This is an optimization exercise on Yosys and OpenROAD, whose aim is small area and a short achievable clock period, not a production implementation.
Only simulation tests tie the RTL to the original design; equivalence was not proved.
Power and IR drop assume default switching activity.

// FIR
module FIR (
	input  wire        rst_n,
	input  wire        CLK,
	input  wire [15:0] sample_in,
	input  wire        En_FIR,
	output wire [31:0] sample_out
);
==> flow/config.mk <==
export PLATFORM = sky130hd
export DESIGN_NAME = FIR
export DESIGN_NICKNAME = FIR
export VERILOG_FILES = /design/flow/design.v
export SDC_FILE = /design/flow/constraint.sdc
export NUM_CORES = 8
export LEC_CHECK = 0
export CAP_MARGIN = 20
export CORE_MARGIN = 2
export CORE_UTILIZATION = 60
export PLACE_DENSITY = 0.75
export SLEW_MARGIN = 20
export SYNTH_HIERARCHICAL = 1
==> flow/constraint.sdc <==
create_clock -name core_clock -period 24.0 [get_ports {CLK}]
set_input_delay 4.8000 -clock core_clock [delete_from_list [all_inputs] [get_ports {CLK}]]
set_output_delay 4.8000 -clock core_clock [all_outputs]
set_load 0.01 [all_outputs]
standard.sh (not shown) runs the stock make flow with config.mk's settings and CLKGATE_MAP_FILE= SYNTH_SCRIPT=/design/flow/synth_recipe.tcl, a recipe that flattens the netlist after the stock synthesis.
==> flow/flow/run.sh <==
#!/bin/bash
# Own flow: the standard layout (standard.sh, unchanged synthesis), with
# timing repair aimed below the achieved period instead of the 24 ns clock,
# port buffers of a plain buffer cell, and a clock tree with larger sink
# clusters.  Each tool's output goes to its own log in this folder.
set -euo pipefail
export SETUP_SLACK_MARGIN=14.05
export BUFFER_PORTS_ARGS="-buffer_cell sky130_fd_sc_hd__buf_4"
export CTS_ARGS="-sink_clustering_enable -repair_clock_nets -buf_list sky130_fd_sc_hd__clkbuf_4 -sink_clustering_size 10 -sink_clustering_max_diameter 35 -dont_use_dummy_load"
bash standard.sh synth      > synth.log 2>&1
bash standard.sh floorplan  > floorplan.log 2>&1
bash standard.sh place      > place.log 2>&1
bash standard.sh cts        > cts.log 2>&1
bash standard.sh route      > route.log 2>&1
bash standard.sh finish     > finish.log 2>&1
Edit:
- CORE_UTILIZATION: 60 -> 55
- PLACE_DENSITY: 0.75 -> 0.7
The changed run passed the timing, design-rule and antenna checks.
Worst setup slack hardly moves.
Die area increases by about 9%.
Cell area stays flat.
Routed wire length falls by 2.7%.
Via count fell by 1.3%.
Area after synthesis is unchanged.
Final cell count came out higher by 2.0%.
Non-clock buffer count decreases by 3.
Critical path depth does not change.
Clock-buffer cell count climbs by 7.
Edit:
--- a/flow/flow/run.sh
+++ b/flow/flow/run.sh
@@ -7,5 +7,5 @@
 export SETUP_SLACK_MARGIN=14.05
 export BUFFER_PORTS_ARGS="-buffer_cell sky130_fd_sc_hd__buf_4"
-export CTS_ARGS="-sink_clustering_enable -repair_clock_nets -buf_list sky130_fd_sc_hd__clkbuf_4 -sink_clustering_size 10 -sink_clustering_max_diameter 35 -dont_use_dummy_load"
+export CTS_ARGS="-sink_clustering_enable -repair_clock_nets -buf_list {sky130_fd_sc_hd__clkbuf_2 sky130_fd_sc_hd__clkbuf_4} -sink_clustering_size 8 -sink_clustering_max_diameter 35 -dont_use_dummy_load"
 bash standard.sh synth      > synth.log 2>&1
 bash standard.sh floorplan  > floorplan.log 2>&1
What happened: The changed run completed without violations. Die area is unchanged. Total power goes up by 0.69%. Clock power went up by about 4%. Area after synthesis does not change.
Edit:
--- a/flow/flow/run.sh
+++ b/flow/flow/run.sh
@@ -7,5 +7,5 @@
 export SETUP_SLACK_MARGIN=14.05
 export BUFFER_PORTS_ARGS="-buffer_cell sky130_fd_sc_hd__buf_4"
-export CTS_ARGS="-sink_clustering_enable -repair_clock_nets -buf_list {sky130_fd_sc_hd__clkbuf_2 sky130_fd_sc_hd__clkbuf_4} -sink_clustering_size 8 -sink_clustering_max_diameter 35 -dont_use_dummy_load"
+export CTS_ARGS="-sink_clustering_enable -repair_clock_nets -buf_list sky130_fd_sc_hd__clkbuf_4 -sink_clustering_size 10 -sink_clustering_max_diameter 35 -dont_use_dummy_load"
 bash standard.sh synth      > synth.log 2>&1
 bash standard.sh floorplan  > floorplan.log 2>&1
- PLACE_DENSITY: 0.7 -> 0.6
Cell count stays flat.
Routed wire length grows slightly.
Worst hold slack improves by 0.017 ns.
Edit:
--- a/flow/flow/run.sh
+++ b/flow/flow/run.sh
@@ -7,5 +7,5 @@
 export SETUP_SLACK_MARGIN=14.05
 export BUFFER_PORTS_ARGS="-buffer_cell sky130_fd_sc_hd__buf_4"
-export CTS_ARGS="-sink_clustering_enable -repair_clock_nets -buf_list sky130_fd_sc_hd__clkbuf_4 -sink_clustering_size 10 -sink_clustering_max_diameter 35 -dont_use_dummy_load"
+export CTS_ARGS="-sink_clustering_enable -repair_clock_nets -buf_list {sky130_fd_sc_hd__clkbuf_4 sky130_fd_sc_hd__clkbuf_8} -sink_clustering_size 10 -sink_clustering_max_diameter 35 -dont_use_dummy_load"
 bash standard.sh synth      > synth.log 2>&1
 bash standard.sh floorplan  > floorplan.log 2>&1
- PLACE_DENSITY: 0.6 -> 0.7
The new run completed without violations.
Clock-buffer cell count fell by 2.
Cell count is about the same.
Total power grows by a little under a tenth.

---

FIR, a different RTL version from the one above (not shown whole).
Size in the first run: roughly 5300 cells after synthesis, about 1100 flip-flops, roughly 51 I/O pins.
==> flow/config.mk <==
export PLATFORM = sky130hd
export DESIGN_NAME = FIR
export DESIGN_NICKNAME = FIR
export VERILOG_FILES = /design/flow/design.v
export SDC_FILE = /design/flow/constraint.sdc
export NUM_CORES = 8
export LEC_CHECK = 0
export CAP_MARGIN = 20
export CORE_MARGIN = 2
export CORE_UTILIZATION = 40
export SLEW_MARGIN = 20
export SYNTH_HIERARCHICAL = 1
==> flow/constraint.sdc <==
create_clock -name core_clock -period 24.0 [get_ports {CLK}]
set_input_delay 4.8000 -clock core_clock [delete_from_list [all_inputs] [get_ports {CLK}]]
set_output_delay 4.8000 -clock core_clock [all_outputs]
set_load 0.01 [all_outputs]
==> flow/flow/run.sh <==
#!/bin/bash
# Own flow: the standard layout (standard.sh, unchanged synthesis), with
# timing repair aimed below the achieved period instead of the 24 ns clock,
# and port buffers of a plain buffer cell.  Each tool's output goes to its
# own log in this folder.
set -euo pipefail
export SETUP_SLACK_MARGIN=14.0
export BUFFER_PORTS_ARGS="-buffer_cell sky130_fd_sc_hd__buf_4"
bash standard.sh synth      > synth.log 2>&1
bash standard.sh floorplan  > floorplan.log 2>&1
bash standard.sh place      > place.log 2>&1
bash standard.sh cts        > cts.log 2>&1
bash standard.sh route      > route.log 2>&1
bash standard.sh finish     > finish.log 2>&1
The baseline finished clean.
==> next run, changes <==
--- a/flow/flow/run.sh
+++ b/flow/flow/run.sh
@@ -5,5 +5,5 @@
 # own log in this folder.
 set -euo pipefail
-export SETUP_SLACK_MARGIN=14.0
+export SETUP_SLACK_MARGIN=14.4
 export BUFFER_PORTS_ARGS="-buffer_cell sky130_fd_sc_hd__buf_4"
 bash standard.sh synth      > synth.log 2>&1
- CORE_UTILIZATION: 40 -> 55
- CTS_BUF_LIST: unset -> sky130_fd_sc_hd__clkbuf_4
- PLACE_DENSITY: unset -> 0.7
What happened: Via count went up by a few percent; design area is lower slightly; clock power drops by roughly a tenth; worst setup slack improved by 0.011 ns; fmax barely changes; combinational power stays flat; clock-buffer cell count climbs by 240; area after synthesis is unchanged.
==> next run, changes <==
==> flow/run.sh (new file) <==
#!/bin/bash
# synth_recipe.tcl (not shown) runs the flow's synth.tcl, then flattens the netlist and writes it again
# the make line also repeats each setting of config.mk as NAME=value (left out here)
make -C /OpenROAD-flow-scripts/flow DESIGN_CONFIG=/design/flow/config.mk WORK_HOME=/design/flow/orfs CLKGATE_MAP_FILE= SYNTH_SCRIPT=/design/flow/synth_recipe.tcl finish
- CORE_UTILIZATION: 55 -> 40
- CTS_BUF_LIST: sky130_fd_sc_hd__clkbuf_4 -> unset
- PLACE_DENSITY: 0.7 -> unset
removed: flow/flow/run.sh
removed: flow/standard.sh
Outcome: Cell count is higher by 6.0%; final area climbs by 1.2%; die area increases by 37%; combinational power barely changes; setup slack degrades by 1.1 ns.
==> next run, changes <==
==> flow/flow/run.sh (new file) <==
#!/bin/bash
# Own flow: the standard layout (standard.sh, unchanged synthesis), with
# timing repair aimed below the achieved period instead of the 24 ns clock,
# and port buffers of a plain buffer cell.  Each tool's output goes to its
# own log in this folder.
set -euo pipefail
export SETUP_SLACK_MARGIN=13.5
export BUFFER_PORTS_ARGS="-buffer_cell sky130_fd_sc_hd__buf_4"
bash standard.sh synth      > synth.log 2>&1
bash standard.sh floorplan  > floorplan.log 2>&1
bash standard.sh place      > place.log 2>&1
bash standard.sh cts        > cts.log 2>&1
bash standard.sh route      > route.log 2>&1
bash standard.sh finish     > finish.log 2>&1
==> flow/standard.sh (new file) <==
#!/bin/bash
# synth_recipe.tcl (not shown) runs the flow's synth.tcl, then flattens the netlist and writes it again
# the make line also repeats each setting of config.mk as NAME=value (left out here)
make -C /OpenROAD-flow-scripts/flow DESIGN_CONFIG=/design/flow/config.mk WORK_HOME=/design/flow/orfs CLKGATE_MAP_FILE= SYNTH_SCRIPT=/design/flow/synth_recipe.tcl "${@:-finish}"
removed: flow/run.sh
The new run completed without violations. Die area does not change. Flip-flop and latch count stays the same. Wire length is about the same. Clock skew is higher by 0.013 ns. Worst hold slack stays flat. Power barely changes.
==> next run, changes <==
--- a/flow/flow/run.sh
+++ b/flow/flow/run.sh
@@ -5,5 +5,5 @@
 # own log in this folder.
 set -euo pipefail
-export SETUP_SLACK_MARGIN=13.5
+export SETUP_SLACK_MARGIN=14.4
 export BUFFER_PORTS_ARGS="-buffer_cell sky130_fd_sc_hd__buf_4"
 bash standard.sh synth      > synth.log 2>&1
The new run completed with no timing, DRC or antenna violations. Sequential share of layout area is lower by 0.10 points. Global-route usage is higher by 0.14 points. Routed wire length is higher by 0.34%. Synthesized cell count is unchanged. Cell count stays flat. Power is higher by 0.80%. Core utilization is higher by 0.19 points.

---

## run A
FIR, a different RTL version from the one above (not shown whole).
Size: roughly 51 I/O pins, about 74000 sq um of cells after synthesis.
// FIR
module FIR (
	input  wire        rst_n,
	input  wire        CLK,
	input  wire [15:0] sample_in,
	input  wire        En_FIR,
	output wire [31:0] sample_out
);
export LEC_CHECK = 0
export CAP_MARGIN = 20
export CORE_MARGIN = 2
export CORE_UTILIZATION = 55
export PLACE_DENSITY = 0.7
export SLEW_MARGIN = 20
export SYNTH_HIERARCHICAL = 1
create_clock -name core_clock -period 24.0 [get_ports {CLK}]
==> flow/flow/run.sh <==
#!/bin/bash
# Own flow: the standard layout (standard.sh, unchanged synthesis), with
# timing repair aimed below the achieved period instead of the 24 ns clock,
# port buffers of a plain buffer cell, and a clock tree with larger sink
# clusters.  Each tool's output goes to its own log in this folder.
set -euo pipefail
export SETUP_SLACK_MARGIN=14.0
export BUFFER_PORTS_ARGS="-buffer_cell sky130_fd_sc_hd__buf_4"
export CTS_ARGS="-sink_clustering_enable -repair_clock_nets -buf_list sky130_fd_sc_hd__clkbuf_8 -sink_clustering_size 12 -sink_clustering_max_diameter 50 -dont_use_dummy_load"
bash standard.sh synth      > synth.log 2>&1
bash standard.sh floorplan  > floorplan.log 2>&1
bash standard.sh place      > place.log 2>&1
bash standard.sh cts        > cts.log 2>&1
bash standard.sh route      > route.log 2>&1
bash standard.sh finish     > finish.log 2>&1
The final layout from run A, which completed every stage, passed the timing, design-rule and antenna checks at the end of the flow.
The inputs of run B differ from those of run A as listed below.
==> flow/flow/run.sh <==
#!/bin/bash
# Own flow: the standard layout (standard.sh, unchanged synthesis), with
# timing repair aimed below the achieved period instead of the 24 ns clock,
# port buffers of a plain buffer cell, and a clock tree with larger sink
# clusters.  Each tool's output goes to its own log in this folder.
set -euo pipefail
export SETUP_SLACK_MARGIN=14.05
export BUFFER_PORTS_ARGS="-buffer_cell sky130_fd_sc_hd__buf_4"
export CTS_ARGS="-sink_clustering_enable -repair_clock_nets -buf_list sky130_fd_sc_hd__clkbuf_8 -sink_clustering_size 18 -sink_clustering_max_diameter 60 -dont_use_dummy_load"
bash standard.sh synth      > synth.log 2>&1
bash standard.sh floorplan  > floorplan.log 2>&1
bash standard.sh place      > place.log 2>&1
bash standard.sh cts        > cts.log 2>&1
bash standard.sh route      > route.log 2>&1
bash standard.sh finish     > finish.log 2>&1
### Flow results
- Run A → run B: non-clock buffer area fraction after layout stayed essentially flat, met1 routed wirelength after detailed routing stayed essentially flat, number of vias in the routed layout stayed essentially flat.
- Per the comparison of run B with run A, design area -about 0.5%; effective utilization at floorplan roughly the same; routed length on met3 moved down.
- Against run A as the reference, run B delivers a higher number of gates resized after CTS.
--- input diff run B..run C ---
# run B
export LEC_CHECK = 0
export CAP_MARGIN = 20
export CORE_MARGIN = 2
export CORE_UTILIZATION = 55
export PLACE_DENSITY = 0.7
export SLEW_MARGIN = 20
export SYNTH_HIERARCHICAL = 1
create_clock -name core_clock -period 24.0 [get_ports {CLK}]
# run C
export LEC_CHECK = 0
export CAP_MARGIN = 20
export CORE_MARGIN = 2
export CORE_UTILIZATION = 70
export PLACE_DENSITY = 0.8
export SLEW_MARGIN = 20
export SYNTH_HIERARCHICAL = 1
create_clock -name core_clock -period 24.0 [get_ports {CLK}]
-- flow/flow/run.sh --
<<< run B, line 7
export SETUP_SLACK_MARGIN=14.05
export BUFFER_PORTS_ARGS="-buffer_cell sky130_fd_sc_hd__buf_4"
export CTS_ARGS="-sink_clustering_enable -repair_clock_nets -buf_list sky130_fd_sc_hd__clkbuf_8 -sink_clustering_size 18 -sink_clustering_max_diameter 60 -dont_use_dummy_load"
bash standard.sh synth      > synth.log 2>&1
bash standard.sh floorplan  > floorplan.log 2>&1
>>> run C, line 7
export SETUP_SLACK_MARGIN=14.05
export BUFFER_PORTS_ARGS="-buffer_cell sky130_fd_sc_hd__buf_4"
export CTS_ARGS="-sink_clustering_enable -repair_clock_nets -buf_list sky130_fd_sc_hd__clkbuf_8 -sink_clustering_size 12 -sink_clustering_max_diameter 50 -dont_use_dummy_load"
bash standard.sh synth      > synth.log 2>&1
bash standard.sh floorplan  > floorplan.log 2>&1
[summary]
Compared with run B, in run C detailed-placement wirelength estimate now sits higher, routed via count now sits higher. Cmp run C and run B / mean routed wirelength per cell / higher: run C. Sum of routed wire length over all layers came out higher on run C than on run B. For fraction of layout cells with a size suffix above 1, run B and run C come out practically identical. The run showing the greater first-pass detailed-route iteration total is run C. Run C -> run B: fmax flat.
### run C -> run D
# run C
export LEC_CHECK = 0
export CAP_MARGIN = 20
export CORE_MARGIN = 2
export CORE_UTILIZATION = 70
export PLACE_DENSITY = 0.8
export SLEW_MARGIN = 20
export SYNTH_HIERARCHICAL = 1
create_clock -name core_clock -period 24.0 [get_ports {CLK}]
# run D
export LEC_CHECK = 0
export CAP_MARGIN = 20
export CORE_MARGIN = 2
export CORE_UTILIZATION = 55
export PLACE_DENSITY = 0.7
export SLEW_MARGIN = 20
export SYNTH_HIERARCHICAL = 1
create_clock -name core_clock -period 24.0 [get_ports {CLK}]
-- flow/flow/run.sh --
<<< run C, line 7
export SETUP_SLACK_MARGIN=14.05
export BUFFER_PORTS_ARGS="-buffer_cell sky130_fd_sc_hd__buf_4"
export CTS_ARGS="-sink_clustering_enable -repair_clock_nets -buf_list sky130_fd_sc_hd__clkbuf_8 -sink_clustering_size 12 -sink_clustering_max_diameter 50 -dont_use_dummy_load"
bash standard.sh synth      > synth.log 2>&1
bash standard.sh floorplan  > floorplan.log 2>&1
>>> run D, line 7
export SETUP_SLACK_MARGIN=14.05
export BUFFER_PORTS_ARGS="-buffer_cell sky130_fd_sc_hd__buf_4"
export CTS_ARGS="-sink_clustering_enable -repair_clock_nets -buf_list sky130_fd_sc_hd__clkbuf_4 -sink_clustering_size 8 -sink_clustering_max_diameter 50 -dont_use_dummy_load"
bash standard.sh synth      > synth.log 2>&1
bash standard.sh floorplan  > floorplan.log 2>&1
Notes after the runs:
Count of inserted antenna diode cells came out lower on run D than on run C. The sum of routed wire length over all layers number comes out lower for run D vs run C. In run D, the area growth from synthesis to final layout came out 0.27 points above the value in run C.

[separate check: timing with driven ports]
The flow's constraints put no driver on any port. The routed layouts listed below were extracted and timed again, unchanged, in two steps. Step 1 (the two cells are an assumption about what drives the block):
set clk [get_ports {CLK}]
set_driving_cell -lib_cell sky130_fd_sc_hd__clkbuf_16 $clk
set_driving_cell -lib_cell sky130_fd_sc_hd__buf_2 [delete_from_list [all_inputs] $clk]
Step 2 also shifts input and output timing later by t, the mid clock arrival at the registers, as if the neighbouring blocks saw the same clock. a / b / c = ideal / step 1 / step 2; a / b = the first two.
run	t, ns	setup WS [ns]	worst setup path at the end	latest minus earliest clock arrival (ns)
the first run of note 1	1.222	13.995 / 13.661 / 13.661	input to output	0.168 / 0.168
the second run of note 1	1.236	13.996 / 13.644 / 13.644	input to output	0.215 / 0.215
the third run of note 1	1.216	14.000 / 13.635 / 13.635	input to output	0.222 / 0.221
the fourth run of note 1	1.200	14.003 / 13.562 / 13.272	input to register	0.196 / 0.195
the fifth run of note 1	0.936	14.000 / 13.646 / 13.646	input to output	0.154 / 0.153
the first run of note 2	0.881	13.980 / 13.624 / 13.195	input to register	0.055 / 0.055
the second run of note 2	1.466	13.991 / 13.619 / 13.619	input to output	0.138 / 0.137
the third run of note 2	0.857	12.897 / 12.871 / 12.871	input to output	0.049 / 0.049
the fourth run of note 2	0.884	13.634 / 13.611 / 13.343	input to register	0.056 / 0.056
the fifth run of note 2	0.877	13.981 / 13.625 / 13.625	input to output	0.053 / 0.053
run A	0.927	13.988 / 13.633 / 13.619	input to register	0.116 / 0.116
run B	0.863	14.000 / 13.604 / 13.326	input to register	0.154 / 0.155
run C	0.869	14.004 / 13.605 / 13.605	input to output	0.144 / 0.144
run D	1.242	14.006 / 13.606 / 13.271	input to register	0.126 / 0.125
After both steps setup and hold are still met in every run listed. The setup slack of the first run of note 2, which loses most, moves by -0.356 ns with the drivers and by -0.785 ns with both steps.
